This design comes from an exercise in tuning for small area on the open sky130 flow, not from production work.
Where RTL was checked, it was by simulation tests only, not by an equivalence proof against the original.

==> build 86: inputs <==
// top
module top (
    input clk,
    input rst_n,
    input [7:0] pixel_in,
    input pixel_valid,
    output [6:0] hex,
    output finish,
    output signed [11:0] score0,
    output signed [11:0] score1
);
clock: 13.0 ns
lec_check: 0
cap_margin: 5
core_margin: 2
core_utilization: 40
cts_buf_list: sky130_fd_sc_hd__clkbuf_16
cts_cluster_diameter: 100
cts_cluster_size: 24
slew_margin: 5
standard.sh (not shown) runs the stock make flow with config.mk's settings and CLKGATE_MAP_FILE= SYNTH_SCRIPT=/design/flow/synth_recipe.tcl, a recipe that flattens the netlist after the stock synthesis.
==> flow/flow/run.sh <==
#!/bin/bash
# Standard layout with two changes to how the netlist is made (registers are untouched):
#  1. synthesis maps the logic with flow/abc.script, an area-oriented ABC script (the
#     standard one also buffers and upsizes for speed, which this design does not need);
#  2. flow/fixinv.py then chooses the polarity of adder and simple two-input cells so that
#     fewer inverters are needed (see its header).
# Floorplan through finish are the standard steps (standard.sh).
set -e
W=$PWD
rm -rf "$W/scripts_abc"
cp -r "$FLOW_HOME/scripts" "$W/scripts_abc"
cp flow/abc.script "$W/scripts_abc/abc_speed.script"
sed "s|make -C |make SCRIPTS_DIR=$W/scripts_abc -C |" standard.sh > standard_abc.sh
bash standard_abc.sh synth > synth.log 2>&1
R=orfs/results/$FLOW_PLATFORM/top/base
cp $R/1_2_yosys.v 1_2_yosys.abc.v
python3 flow/fixinv.py 1_2_yosys.abc.v 1_2_yosys.fixinv.v > fixinv.log 2>&1
cp 1_2_yosys.fixinv.v $R/1_2_yosys.v
rm -f $R/1_synth.odb $R/1_synth.sdc
bash standard.sh finish > layout.log 2>&1
Other scripts of this flow, unchanged in this note and not shown: flow/flow/abc.script, flow/flow/fixinv.py
==> build 26 (differences from build 86) <==
CAP_MARGIN = 20   (was 5)
CTS_CLUSTER_SIZE = 28   (was 24)
SLEW_MARGIN = 20   (was 5)
==> notes <==
Build 26 finished clean. Build 86 produced a clean layout. Of build 26 and build 86, build 86 has the higher register-to-register slack (gap 0.03 ns). Maximum frequency: build 86 is lower than build 26 (about 0.7%). Via count is about the same in build 26 and build 86. Clock skew: build 86 is lower than build 26 (0.0040 ns). In synthesized area, build 26 and build 86 do not differ. In build 86 the utilization is higher than in build 26, by 0.14 points.

---

==> exp/umber <==
Another version of the RTL of top (not shown whole).
make LEC_CHECK=0 ABC_AREA=1 CAP_MARGIN=20 CORE_MARGIN=2 CORE_UTILIZATION=40 CTS_BUF_LIST=sky130_fd_sc_hd__clkbuf_8 CTS_CLUSTER_DIAMETER=80 CTS_CLUSTER_SIZE=12 SLEW_MARGIN=20 finish   # period 13.0 ns
run.sh (not shown) runs the stock make flow with config.mk's settings and CLKGATE_MAP_FILE= SYNTH_SCRIPT=/design/flow/synth_recipe.tcl, a recipe that flattens the netlist after the stock synthesis.
Stock flow here: none of the scripts above is used.
==> inputs of exp/xenon, as changes to exp/umber <==
Settings changed: CTS_BUF_LIST sky130_fd_sc_hd__clkbuf_8 to sky130_fd_sc_hd__clkbuf_4 sky130_fd_sc_hd__clkbuf_16, CTS_CLUSTER_DIAMETER 80 to 70, CTS_CLUSTER_SIZE 12 to 10.
==> results.txt <==
Sequential cells make up 40.41% of the cell area. The worst hold path begins at sr[329].

The flow ran to the end and the layout has no timing, DRC or antenna violations. Total number of cells along the worst setup path: 36. Dividing the detail-routed via count by the number of cells gives 5.363.

The critical path's slowest cell is xor2_1. The non-clock buffer total of the final layout works out to 173.
The numbers above come from exp/xenon.

==> results.txt <==
In the final layout, flip-flops and latches take up 41.54% of the cell area. The slowest stage of the critical path is the mux2i_1 cell. Post-synthesis cell type with the largest combined area: edfxtp_1.

The flow ran to the end and the layout has no timing, DRC or antenna violations. The startpoint identified for the worst hold timing path is sr[297]. Dividing the detail-routed via count by the number of cells gives 5.370. The total number of cells along the worst setup path works out to 40. Non-clock buffer total of the final layout: 172.
The numbers above come from exp/umber.


---

==> sierra <==
top, a different RTL version from the one above (not shown whole).
clock: 13.0 ns
lec_check: 0
abc_area: 1
cap_margin: 20
core_margin: 2
core_utilization: 40
slew_margin: 20
==> xenon: changes against sierra <==
GPL_TIMING_DRIVEN = 0   (was unset)
==> tundra: changes against sierra <==
ABC_AREA = unset   (was 1)
==> flow_metrics.env <==
export IMPL_clkbuf_count=163
export IMPL_diodes=1
export IMPL_worst_slack_ps=580.3
export IMPL_status="no timing/DRC/antenna violations"
export IMPL_fin_util_pct=46.60
export IMPL_rows=176
export IMPL_cp_num_buf_inv=15
export IMPL_vias=66671
export IMPL_dpl_hpwl_mm=237.4
export IMPL_multi_input_cells=5426
export IMPL_highest_layer="met5"
export IMPL_met3_usage_pct=4.143
(the above is from sierra)
==> flow_metrics.env <==
export IMPL_fin_util_pct=46.32
export IMPL_met3_usage_pct=5.498
export IMPL_clkbuf_count=159
export IMPL_setup_viol=19
export IMPL_status="finished with violations"
export IMPL_worst_slack_ps=-126.4
export IMPL_vias=66986
export IMPL_diodes=4
export IMPL_failed_checks="setup timing"
export IMPL_multi_input_cells=5426
(the above is from xenon)
==> flow_metrics.env <==
export IMPL_status="no timing/DRC/antenna violations"
export IMPL_syn_avg_cell_area_um2=11.11
export IMPL_synth_edf_count=1276
export IMPL_postCtsHoldBufs=0
export IMPL_diodes=5
export IMPL_fin_util_pct=46.70
export IMPL_met3_usage_pct=5.322
export IMPL_clkbuf_count=166
export IMPL_rrSetupSlack_ps=410
export IMPL_synth_compound_area_share_pct=14.55
export IMPL_rows=178
export IMPL_cp_num_buf_inv=8
export IMPL_dpl_hpwl_mm=251.0
export IMPL_placed_area_um2=104600
(the above is from tundra)
Function was not checked in any run of this note: the RTL went through the layout flow alone.

---

==> run a: inputs <==
top with an RTL version that a note above also has.
clock: 13.0 ns
lec_check: 0
cap_margin: 20
core_margin: 2
core_utilization: 40
cts_buf_list: sky130_fd_sc_hd__clkbuf_16
cts_cluster_diameter: 100
cts_cluster_size: 26
slew_margin: 20
standard.sh (not shown) runs the stock make flow with config.mk's settings and CLKGATE_MAP_FILE= SYNTH_SCRIPT=/design/flow/synth_recipe.tcl, a recipe that flattens the netlist after the stock synthesis.
Scripts as last shown in full above: flow/flow/run.sh
Other scripts of this flow, unchanged in this note and not shown: flow/flow/abc.script, flow/flow/fixinv.py
==> run b: changes against run a <==
--- a/flow/design.v
+++ b/flow/design.v
@@ -4,18 +4,20 @@
     input [7:0] pixel_in,
     input pixel_valid,
     output [6:0] hex,
     output finish,
     output signed [11:0] score0,
     output signed [11:0] score1
 );
     integer i;
-    wire [7:0] pr = pixel_in;
-    wire vr = pixel_valid;
+    reg [7:0] pr;
+    reg vr;
+    always @(posedge clk) pr <= pixel_in;
+    always @(posedge clk or negedge rst_n) if (!rst_n) vr <= 1'b0; else vr <= pixel_valid;
     reg [4:0] col;
     reg [3:0] row;
     always @(posedge clk or negedge rst_n)
         if (!rst_n) begin col <= 5'd0; row <= 4'd0; end
         else if (vr) begin
             if (col == 5'd27) begin col <= 5'd0; if (row != 4'd15) row <= row + 4'd1; end
             else col <= col + 5'd1;
         end
CTS_CLUSTER_SIZE = 24   (was 26)
==> comparison table <==
|  | run a | run b |
|---|---|---|
| Result of the run | no timing/DRC/antenna violations | no timing/DRC/antenna violations |
| Crit path launch | pixel_in[1] | col[1] |
| HPWL reported at the end of detailed placement | 175.4 mm | 178.2 mm |
| Post-Syn Instances | 5354 | 5357 |
| Non-clock inverter instance count of the final layout | 274 | 272 |
| Detailed router's first-iteration violation count | 6430 | 6450 |
| Filler Cell Count | 17504 | 17641 |
| Clock transition at the register clock pins on the worst setup and hold paths after CTS | 100 ps | 90 ps |
| Ant. Diodes | 0 | 1 |
| Min Tclk post-route | 11350 ps | 10030 ps |
| Register share of the cell area | 46.53% | 46.31% |
| Insertion delay to the later sink of the worst-skew pair | 760 ps | 740 ps |
| Vias per std cell | 5.964 | 5.887 |
| Overall fraction of global-route tracks in use | 24.66% | 24.69% |

---

==> job 7265: inputs <==
RTL: one of the versions met above, not the one the previous note started from.
## top
module top (
    input clk,
    input rst_n,
    input [7:0] pixel_in,
    input pixel_valid,
    output [6:0] hex,
    output finish,
    output signed [11:0] score0,
    output signed [11:0] score1
);
export LEC_CHECK = 0
export CAP_MARGIN = 20
export CORE_MARGIN = 2
export CORE_UTILIZATION = 40
export CTS_BUF_LIST = sky130_fd_sc_hd__clkbuf_16
export CTS_CLUSTER_DIAMETER = 100
export CTS_CLUSTER_SIZE = 24
export SLEW_MARGIN = 20
create_clock -name core_clock -period 13.0 [get_ports {clk}]
run.sh (not shown) runs the stock make flow with config.mk's settings and CLKGATE_MAP_FILE= SYNTH_SCRIPT=/design/flow/synth_recipe.tcl, a recipe that flattens the netlist after the stock synthesis.
Stock flow here: none of the scripts above is used.
==> job 5745: changes against job 7265 <==
--- a/flow/design.v
+++ b/flow/design.v
@@ -145,63 +145,63 @@
     reg [21:0] s0_0, s0_1, s0_2, s0_3, s0_4, s0_5;
     reg [21:0] a0_11, a0_12, a0_16;
     wire [21:0] ai0 = ({22{e_sel[0]}} & s0_0) | ({22{e_sel[1]}} & s0_1) | ({22{e_sel[2]}} & s0_2) | ({22{e_sel[3]}} & s0_3) | ({22{e_sel[4]}} & s0_4) | ({22{e_sel[5]}} & s0_5) | ({22{e_sel[6]}} & a0_11) | ({22{e_sel[7]}} & a0_12) | ({22{e_sel[8]}} & a0_16);
     wire [21:0] rd0 = ai0;
     wire [21:0] o0;
     lane0 u0 (.opk(e_opk), .x0(xs[11:0]), .x1(xs[23:12]), .x2(xs[35:24]), .acc(ai0), .out(o0));
-    wire signed [14:0] rs0 = rd0[21:7], as0 = a0_11[21:7];
+    wire signed [21:0] rs0 = rd0, as0 = a0_11;
     wire gt0 = rs0 > as0;
     always @(posedge clk) if (e_wr[0]) s0_0 <= o0[21:0];
     always @(posedge clk) if (e_wr[1]) s0_1 <= o0[21:0];
     always @(posedge clk) if (e_wr[2]) s0_2 <= o0[21:0];
     always @(posedge clk) if (e_wr[3]) s0_3 <= o0[21:0];
     always @(posedge clk) if (e_wr[4]) s0_4 <= o0[21:0];
     always @(posedge clk) if (e_wr[5]) s0_5 <= o0[21:0];
     always @(posedge clk) if (e_wr[6] || (e_mx && gt0)) a0_11 <= o0[21:0];
     always @(posedge clk) if (e_wr[7] || e_fc) a0_12 <= o0[21:0];
     always @(posedge clk) if (e_wr[8]) a0_16 <= o0[21:0];
-    wire [11:0] r2_0 = o0[21] ? 12'd0 : o0[15:4];   
-    assign l3y[11:0] = a0_11[21] ? 12'd0 : a0_11[18:7];
+    wire [11:0] r2_0 = (!o0[21] && (|o0[20:0])) ? o0[15:4] : 12'd0;
+    assign l3y[11:0] = (!a0_11[21] && (|a0_11[20:0])) ? a0_11[18:7] : 12'd0;
     reg [22:0] s1_0, s1_1, s1_2, s1_3, s1_4, s1_5;
     reg [21:0] a1_11, a1_12, a1_16;
     wire [22:0] ai1 = ({23{e_sel[0]}} & s1_0) | ({23{e_sel[1]}} & s1_1) | ({23{e_sel[2]}} & s1_2) | ({23{e_sel[3]}} & s1_3) | ({23{e_sel[4]}} & s1_4) | ({23{e_sel[5]}} & s1_5) | ({23{e_sel[6]}} & {{1{a1_11[21]}}, a1_11}) | ({23{e_sel[7]}} & {{1{a1_12[21]}}, a1_12}) | ({23{e_sel[8]}} & {{1{a1_16[21]}}, a1_16});
     wire [22:0] rd1 = ai1;
     wire [22:0] o1;
     lane1 u1 (.opk(e_opk), .x0(xs[11:0]), .x1(xs[23:12]), .x2(xs[35:24]), .acc(ai1), .out(o1));
-    wire signed [15:0] rs1 = rd1[22:7], as1 = {{1{a1_11[21]}}, a1_11[21:7]};
+    wire signed [22:0] rs1 = rd1, as1 = {{1{a1_11[21]}}, a1_11};
     wire gt1 = rs1 > as1;
     always @(posedge clk) if (e_wr[0]) s1_0 <= o1[22:0];
     always @(posedge clk) if (e_wr[1]) s1_1 <= o1[22:0];
     always @(posedge clk) if (e_wr[2]) s1_2 <= o1[22:0];
     always @(posedge clk) if (e_wr[3]) s1_3 <= o1[22:0];
     always @(posedge clk) if (e_wr[4]) s1_4 <= o1[22:0];
     always @(posedge clk) if (e_wr[5]) s1_5 <= o1[22:0];
     always @(posedge clk) if (e_wr[6] || (e_mx && gt1)) a1_11 <= o1[21:0];
     always @(posedge clk) if (e_wr[7] || e_fc) a1_12 <= o1[21:0];
     always @(posedge clk) if (e_wr[8]) a1_16 <= o1[21:0];
-    wire [11:0] r2_1 = o1[22] ? 12'd0 : o1[15:4];   
-    assign l3y[23:12] = a1_11[21] ? 12'd0 : a1_11[18:7];
+    wire [11:0] r2_1 = (!o1[22] && (|o1[21:0])) ? o1[15:4] : 12'd0;
+    assign l3y[23:12] = (!a1_11[21] && (|a1_11[20:0])) ? a1_11[18:7] : 12'd0;
     reg [21:0] s2_0, s2_1, s2_2, s2_3, s2_4, s2_5;
     reg [22:0] a2_11, a2_12, a2_16;
     wire [22:0] ai2 = ({23{e_sel[0]}} & {{1{s2_0[21]}}, s2_0}) | ({23{e_sel[1]}} & {{1{s2_1[21]}}, s2_1}) | ({23{e_sel[2]}} & {{1{s2_2[21]}}, s2_2}) | ({23{e_sel[3]}} & {{1{s2_3[21]}}, s2_3}) | ({23{e_sel[4]}} & {{1{s2_4[21]}}, s2_4}) | ({23{e_sel[5]}} & {{1{s2_5[21]}}, s2_5}) | ({23{e_sel[6]}} & a2_11) | ({23{e_sel[7]}} & a2_12) | ({23{e_sel[8]}} & a2_16);
     wire [22:0] rd2 = ai2;
     wire [22:0] o2;
     lane2 u2 (.opk(e_opk), .x0(xs[11:0]), .x1(xs[23:12]), .x2(xs[35:24]), .acc(ai2), .out(o2));
-    wire signed [15:0] rs2 = rd2[22:7], as2 = a2_11[22:7];
+    wire signed [22:0] rs2 = rd2, as2 = a2_11;
     wire gt2 = rs2 > as2;
     always @(posedge clk) if (e_wr[0]) s2_0 <= o2[21:0];
     always @(posedge clk) if (e_wr[1]) s2_1 <= o2[21:0];
     always @(posedge clk) if (e_wr[2]) s2_2 <= o2[21:0];
     always @(posedge clk) if (e_wr[3]) s2_3 <= o2[21:0];
     always @(posedge clk) if (e_wr[4]) s2_4 <= o2[21:0];
     always @(posedge clk) if (e_wr[5]) s2_5 <= o2[21:0];
     always @(posedge clk) if (e_wr[6] || (e_mx && gt2)) a2_11 <= o2[22:0];
     always @(posedge clk) if (e_wr[7]) a2_12 <= o2[22:0];
     always @(posedge clk) if (e_wr[8]) a2_16 <= o2[22:0];
-    wire [11:0] r2_2 = o2[22] ? 12'd0 : o2[15:4];   
-    assign l3y[35:24] = a2_11[22] ? 12'd0 : a2_11[18:7];
+    wire [11:0] r2_2 = (!o2[22] && (|o2[21:0])) ? o2[15:4] : 12'd0;
+    assign l3y[35:24] = (!a2_11[22] && (|a2_11[21:0])) ? a2_11[18:7] : 12'd0;
     reg fin;
     always @(posedge clk or negedge rst_n) if (!rst_n) fin <= 1'b0; else if (e_fc) fin <= 1'b1;
     assign finish = fin;
     assign score0 = a0_12[18:7];
     assign score1 = a1_12[18:7];
     assign hex = !finish ? 7'h7F : (score1 > score0) ? 7'b1000000 : 7'b1111001;
@@ -1815,13 +1815,13 @@
     wire l408 = (l374 & l375) | (l374 & l406) | (l375 & l406);
     wire l409 = l376 ^ l377 ^ l408;
     wire l410 = (l376 & l377) | (l376 & l408) | (l377 & l408);
     wire l411 = l346 ^ l378 ^ l410;
     wire l412 = (l346 & l378) | (l346 & l410) | (l378 & l410);
     wire [16:0] cs0 = {l411, l409, l407, l405, l403, l401, l399, l397, l395, l393, l391, l389, l387, l385, l383, l381, l379};
-    wire [11:0] l1o0 = cs0[16] ? 12'd0 : cs0[15:4];
+    wire [11:0] l1o0 = (!cs0[16] && (|cs0[15:0])) ? cs0[15:4] : 12'd0;
     wire l413 = 1'b1 ^ t22[4];
     wire l414 = 1'b1 & t22[4];
     wire l415 = t22[5] ^ ~t21[1] ^ ~t21[4];
     wire l416 = (t22[5] & ~t21[1]) | (t22[5] & ~t21[4]) | (~t21[1] & ~t21[4]);
     wire l417 = 1'b1 ^ t22[6] ^ ~t21[0];
     wire l418 = (1'b1 & t22[6]) | (1'b1 & ~t21[0]) | (t22[6] & ~t21[0]);
@@ -2203,13 +2203,13 @@
     wire l794 = (l762 & l763) | (l762 & l792) | (l763 & l792);
     wire l795 = l734 ^ l764 ^ l794;
     wire l796 = (l734 & l764) | (l734 & l794) | (l764 & l794);
     wire l797 = 1'b1 ^ l796;
     wire l798 = 1'b1 & l796;
     wire [16:0] cs1 = {l797, l795, l793, l791, l789, l787, l785, l783, l781, l779, l777, l775, l773, l771, l769, l767, l765};
-    wire [11:0] l1o1 = cs1[16] ? 12'd0 : cs1[15:4];
+    wire [11:0] l1o1 = (!cs1[16] && (|cs1[15:0])) ? cs1[15:4] : 12'd0;
     wire l799 = 1'b1 ^ t22[3];
     wire l800 = 1'b1 & t22[3];
     wire l801 = t22[4] ^ ~t22[7] ^ t21[2];
     wire l802 = (t22[4] & ~t22[7]) | (t22[4] & t21[2]) | (~t22[7] & t21[2]);
     wire l803 = 1'b1 ^ t22[1];
     wire l804 = 1'b1 & t22[1];
@@ -2539,9 +2539,9 @@
     wire l1128 = (l1096 & l1097) | (l1096 & l1126) | (l1097 & l1126);
     wire l1129 = l1068 ^ l1098 ^ l1128;
     wire l1130 = (l1068 & l1098) | (l1068 & l1128) | (l1098 & l1128);
     wire l1131 = 1'b1 ^ l1130;
     wire l1132 = 1'b1 & l1130;
     wire [16:0] cs2 = {l1131, l1129, l1127, l1125, l1123, l1121, l1119, l1117, l1115, l1113, l1111, l1109, l1107, l1105, l1103, l1101, l1099};
-    wire [11:0] l1o2 = cs2[16] ? 12'd0 : cs2[15:4];
+    wire [11:0] l1o2 = (!cs2[16] && (|cs2[15:0])) ? cs2[15:4] : 12'd0;
     assign l1v = {l1o2, l1o1, l1o0};
 endmodule
==> job 436: changes against job 7265 <==
--- a/flow/design.v
+++ b/flow/design.v
@@ -145,63 +145,63 @@
     reg [21:0] s0_0, s0_1, s0_2, s0_3, s0_4, s0_5;
     reg [21:0] a0_11, a0_12, a0_16;
     wire [21:0] ai0 = ({22{e_sel[0]}} & s0_0) | ({22{e_sel[1]}} & s0_1) | ({22{e_sel[2]}} & s0_2) | ({22{e_sel[3]}} & s0_3) | ({22{e_sel[4]}} & s0_4) | ({22{e_sel[5]}} & s0_5) | ({22{e_sel[6]}} & a0_11) | ({22{e_sel[7]}} & a0_12) | ({22{e_sel[8]}} & a0_16);
     wire [21:0] rd0 = ai0;
     wire [21:0] o0;
     lane0 u0 (.opk(e_opk), .x0(xs[11:0]), .x1(xs[23:12]), .x2(xs[35:24]), .acc(ai0), .out(o0));
-    wire signed [14:0] rs0 = rd0[21:7], as0 = a0_11[21:7];
+    wire signed [21:0] rs0 = rd0, as0 = a0_11;
     wire gt0 = rs0 > as0;
     always @(posedge clk) if (e_wr[0]) s0_0 <= o0[21:0];
     always @(posedge clk) if (e_wr[1]) s0_1 <= o0[21:0];
     always @(posedge clk) if (e_wr[2]) s0_2 <= o0[21:0];
     always @(posedge clk) if (e_wr[3]) s0_3 <= o0[21:0];
     always @(posedge clk) if (e_wr[4]) s0_4 <= o0[21:0];
     always @(posedge clk) if (e_wr[5]) s0_5 <= o0[21:0];
     always @(posedge clk) if (e_wr[6] || (e_mx && gt0)) a0_11 <= o0[21:0];
     always @(posedge clk) if (e_wr[7] || e_fc) a0_12 <= o0[21:0];
     always @(posedge clk) if (e_wr[8]) a0_16 <= o0[21:0];
-    wire [11:0] r2_0 = o0[21] ? 12'd0 : o0[15:4];   
-    assign l3y[11:0] = a0_11[21] ? 12'd0 : a0_11[18:7];
+    wire [11:0] r2_0 = (!o0[21] && (|o0[20:0])) ? o0[15:4] : 12'd0;
+    assign l3y[11:0] = (!a0_11[21] && (|a0_11[20:0])) ? a0_11[18:7] : 12'd0;
     reg [22:0] s1_0, s1_1, s1_2, s1_3, s1_4, s1_5;
     reg [21:0] a1_11, a1_12, a1_16;
     wire [22:0] ai1 = ({23{e_sel[0]}} & s1_0) | ({23{e_sel[1]}} & s1_1) | ({23{e_sel[2]}} & s1_2) | ({23{e_sel[3]}} & s1_3) | ({23{e_sel[4]}} & s1_4) | ({23{e_sel[5]}} & s1_5) | ({23{e_sel[6]}} & {{1{a1_11[21]}}, a1_11}) | ({23{e_sel[7]}} & {{1{a1_12[21]}}, a1_12}) | ({23{e_sel[8]}} & {{1{a1_16[21]}}, a1_16});
     wire [22:0] rd1 = ai1;
     wire [22:0] o1;
     lane1 u1 (.opk(e_opk), .x0(xs[11:0]), .x1(xs[23:12]), .x2(xs[35:24]), .acc(ai1), .out(o1));
-    wire signed [15:0] rs1 = rd1[22:7], as1 = {{1{a1_11[21]}}, a1_11[21:7]};
+    wire signed [22:0] rs1 = rd1, as1 = {{1{a1_11[21]}}, a1_11};
     wire gt1 = rs1 > as1;
     always @(posedge clk) if (e_wr[0]) s1_0 <= o1[22:0];
     always @(posedge clk) if (e_wr[1]) s1_1 <= o1[22:0];
     always @(posedge clk) if (e_wr[2]) s1_2 <= o1[22:0];
     always @(posedge clk) if (e_wr[3]) s1_3 <= o1[22:0];
     always @(posedge clk) if (e_wr[4]) s1_4 <= o1[22:0];
     always @(posedge clk) if (e_wr[5]) s1_5 <= o1[22:0];
     always @(posedge clk) if (e_wr[6] || (e_mx && gt1)) a1_11 <= o1[21:0];
     always @(posedge clk) if (e_wr[7] || e_fc) a1_12 <= o1[21:0];
     always @(posedge clk) if (e_wr[8]) a1_16 <= o1[21:0];
-    wire [11:0] r2_1 = o1[22] ? 12'd0 : o1[15:4];   
-    assign l3y[23:12] = a1_11[21] ? 12'd0 : a1_11[18:7];
+    wire [11:0] r2_1 = (!o1[22] && (|o1[21:0])) ? o1[15:4] : 12'd0;
+    assign l3y[23:12] = (!a1_11[21] && (|a1_11[20:0])) ? a1_11[18:7] : 12'd0;
     reg [21:0] s2_0, s2_1, s2_2, s2_3, s2_4, s2_5;
     reg [22:0] a2_11, a2_12, a2_16;
     wire [22:0] ai2 = ({23{e_sel[0]}} & {{1{s2_0[21]}}, s2_0}) | ({23{e_sel[1]}} & {{1{s2_1[21]}}, s2_1}) | ({23{e_sel[2]}} & {{1{s2_2[21]}}, s2_2}) | ({23{e_sel[3]}} & {{1{s2_3[21]}}, s2_3}) | ({23{e_sel[4]}} & {{1{s2_4[21]}}, s2_4}) | ({23{e_sel[5]}} & {{1{s2_5[21]}}, s2_5}) | ({23{e_sel[6]}} & a2_11) | ({23{e_sel[7]}} & a2_12) | ({23{e_sel[8]}} & a2_16);
     wire [22:0] rd2 = ai2;
     wire [22:0] o2;
     lane2 u2 (.opk(e_opk), .x0(xs[11:0]), .x1(xs[23:12]), .x2(xs[35:24]), .acc(ai2), .out(o2));
-    wire signed [15:0] rs2 = rd2[22:7], as2 = a2_11[22:7];
+    wire signed [22:0] rs2 = rd2, as2 = a2_11;
     wire gt2 = rs2 > as2;
     always @(posedge clk) if (e_wr[0]) s2_0 <= o2[21:0];
     always @(posedge clk) if (e_wr[1]) s2_1 <= o2[21:0];
     always @(posedge clk) if (e_wr[2]) s2_2 <= o2[21:0];
     always @(posedge clk) if (e_wr[3]) s2_3 <= o2[21:0];
     always @(posedge clk) if (e_wr[4]) s2_4 <= o2[21:0];
     always @(posedge clk) if (e_wr[5]) s2_5 <= o2[21:0];
     always @(posedge clk) if (e_wr[6] || (e_mx && gt2)) a2_11 <= o2[22:0];
     always @(posedge clk) if (e_wr[7]) a2_12 <= o2[22:0];
     always @(posedge clk) if (e_wr[8]) a2_16 <= o2[22:0];
-    wire [11:0] r2_2 = o2[22] ? 12'd0 : o2[15:4];   
-    assign l3y[35:24] = a2_11[22] ? 12'd0 : a2_11[18:7];
+    wire [11:0] r2_2 = (!o2[22] && (|o2[21:0])) ? o2[15:4] : 12'd0;
+    assign l3y[35:24] = (!a2_11[22] && (|a2_11[21:0])) ? a2_11[18:7] : 12'd0;
     reg fin;
     always @(posedge clk or negedge rst_n) if (!rst_n) fin <= 1'b0; else if (e_fc) fin <= 1'b1;
     assign finish = fin;
     assign score0 = a0_12[18:7];
     assign score1 = a1_12[18:7];
     assign hex = !finish ? 7'h7F : (score1 > score0) ? 7'b1000000 : 7'b1111001;
@@ -1815,13 +1815,13 @@
     wire l408 = (l374 & l375) | (l374 & l406) | (l375 & l406);
     wire l409 = l376 ^ l377 ^ l408;
     wire l410 = (l376 & l377) | (l376 & l408) | (l377 & l408);
     wire l411 = l346 ^ l378 ^ l410;
     wire l412 = (l346 & l378) | (l346 & l410) | (l378 & l410);
     wire [16:0] cs0 = {l411, l409, l407, l405, l403, l401, l399, l397, l395, l393, l391, l389, l387, l385, l383, l381, l379};
-    wire [11:0] l1o0 = cs0[16] ? 12'd0 : cs0[15:4];
+    wire [11:0] l1o0 = (!cs0[16] && (|cs0[15:0])) ? cs0[15:4] : 12'd0;
     wire l413 = 1'b1 ^ t22[4];
     wire l414 = 1'b1 & t22[4];
     wire l415 = t22[5] ^ ~t21[1] ^ ~t21[4];
     wire l416 = (t22[5] & ~t21[1]) | (t22[5] & ~t21[4]) | (~t21[1] & ~t21[4]);
     wire l417 = 1'b1 ^ t22[6] ^ ~t21[0];
     wire l418 = (1'b1 & t22[6]) | (1'b1 & ~t21[0]) | (t22[6] & ~t21[0]);
@@ -2203,13 +2203,13 @@
     wire l794 = (l762 & l763) | (l762 & l792) | (l763 & l792);
     wire l795 = l734 ^ l764 ^ l794;
     wire l796 = (l734 & l764) | (l734 & l794) | (l764 & l794);
     wire l797 = 1'b1 ^ l796;
     wire l798 = 1'b1 & l796;
     wire [16:0] cs1 = {l797, l795, l793, l791, l789, l787, l785, l783, l781, l779, l777, l775, l773, l771, l769, l767, l765};
-    wire [11:0] l1o1 = cs1[16] ? 12'd0 : cs1[15:4];
+    wire [11:0] l1o1 = (!cs1[16] && (|cs1[15:0])) ? cs1[15:4] : 12'd0;
     wire l799 = 1'b1 ^ t22[3];
     wire l800 = 1'b1 & t22[3];
     wire l801 = t22[4] ^ ~t22[7] ^ t21[2];
     wire l802 = (t22[4] & ~t22[7]) | (t22[4] & t21[2]) | (~t22[7] & t21[2]);
     wire l803 = 1'b1 ^ t22[1];
     wire l804 = 1'b1 & t22[1];
@@ -2539,9 +2539,9 @@
     wire l1128 = (l1096 & l1097) | (l1096 & l1126) | (l1097 & l1126);
     wire l1129 = l1068 ^ l1098 ^ l1128;
     wire l1130 = (l1068 & l1098) | (l1068 & l1128) | (l1098 & l1128);
     wire l1131 = 1'b1 ^ l1130;
     wire l1132 = 1'b1 & l1130;
     wire [16:0] cs2 = {l1131, l1129, l1127, l1125, l1123, l1121, l1119, l1117, l1115, l1113, l1111, l1109, l1107, l1105, l1103, l1101, l1099};
-    wire [11:0] l1o2 = cs2[16] ? 12'd0 : cs2[15:4];
+    wire [11:0] l1o2 = (!cs2[16] && (|cs2[15:0])) ? cs2[15:4] : 12'd0;
     assign l1v = {l1o2, l1o1, l1o0};
 endmodule
CORE_UTILIZATION = 65   (was 40)
==> results.txt <==
metric                                                                     job 5745       job 7265        job 436
Worst R2R Path Depth                                                             28             28             30
Worst path buffer plus inverter count                                             6              6              7
Global-route track usage on met1                                             0.3202         0.3214         0.4946
Routed metal-1 wirelength                                                  104.4 mm       105.2 mm       92.47 mm
First-pass GRT wire length                                                 378.1 mm       378.8 mm       367.8 mm
Clock insertion delay at the later pin of the skew report                    740 ps         750 ps         730 ps
Detail-routed net length per standard cell                                 27.30 um       27.88 um       30.03 um
Result of the run                                  no timing/DRC/antenna violations  no timing/DRC/antenna violations  no timing/DRC/antenna violations
Worst-case headroom to the max-slew limit                                    0.2031         0.1624         0.1995
Cell area after layout                                                0.09187 sq mm  0.09126 sq mm  0.09047 sq mm
Share of final layout cell area taken by clock buffers and inverters        0.02419        0.02590        0.02431
Row cnt                                                                         169            169            133
Post-Synthesis Cell Area                                              0.08571 sq mm  0.08481 sq mm  0.08571 sq mm
Floorplan die area                                                     0.2180 sq mm   0.2157 sq mm   0.1348 sq mm
Termination of the worst setup path                                          q0[15]          q0[0]         q4[12]
Initial Util                                                                 0.4033         0.4011         0.6536
FF-to-FF End                                                                 q0[15]          q0[0]         q4[12]
Post-route non-filler standard cell count                                      9395           9332           8329
Fraction of synthesized area in multiplexers                               0.002161       0.001800       0.002161
Storage element area                                                  0.03999 sq mm  0.03999 sq mm  0.04000 sq mm
Met3 layer wire length in the routed design                                19.76 mm       19.06 mm       23.60 mm
Worst slew pin tran                                                         1192 ps        1247 ps        1192 ps
R2R Setup Slk                                                               2450 ps        3000 ps        2190 ps
Only the layout flow was run in job 5745 and job 436; the RTL was not checked for function there.

static timing again, ports no longer ideal:
In the flow no input, the clock included, has a driving cell. The finished layouts below were timed again as built, in two steps. Step 1 sets driving cells, clkbuf_16 on the clock port and buf_2 on the other inputs (assumed; they add their load-dependent delay and slew). Step 2, shift: input delay + t, output delay - t, t = (earliest + latest rising clock arrival at the registers) / 2. This alone moves slack from input paths to output paths. Three values: ideal ports, drivers, drivers and shift; two values: the first two.
| run | shift t [ns] | setup WS [ns] | worst hold slack (ns) |
|---|---|---|---|
| build 86 | 0.804 | 1.565 / 1.630 / 0.826 | 0.392 / 0.392 / 0.392 |
| build 26 | 0.818 | 1.642 / 1.704 / 0.886 | 0.422 / 0.422 / 0.422 |
| exp/umber | 1.003 | 2.385 / 2.385 / 2.385 | 0.379 / 0.379 / 0.379 |
| exp/xenon | 0.881 | 2.355 / 2.355 / 2.355 | 0.372 / 0.372 / 0.372 |
| sierra | 0.879 | 0.580 / 0.580 / 0.580 | 0.406 / 0.406 / 0.406 |
| xenon | 0.872 | -0.126 / -0.126 / -0.126 | 0.396 / 0.396 / 0.396 |
| tundra | 0.855 | 0.408 / 0.408 / 0.408 | 0.404 / 0.404 / 0.404 |
| run a | 0.812 | 1.649 / 1.712 / 0.899 | 0.420 / 0.420 / 0.420 |
| run b | 0.802 | 2.971 / 2.971 / 2.971 | 0.409 / 0.409 / 0.409 |
| job 7265 | 0.802 | 3.002 / 3.002 / 3.002 | 0.399 / 0.399 / 0.399 |
| job 5745 | 0.809 | 2.454 / 2.454 / 2.454 | 0.404 / 0.404 / 0.404 |
| job 436 | 0.791 | 2.187 / 2.187 / 2.187 | 0.413 / 0.413 / 0.413 |
The setup slack of build 26, which loses most, moves by +0.062 ns with the drivers and by -0.756 ns with both steps.
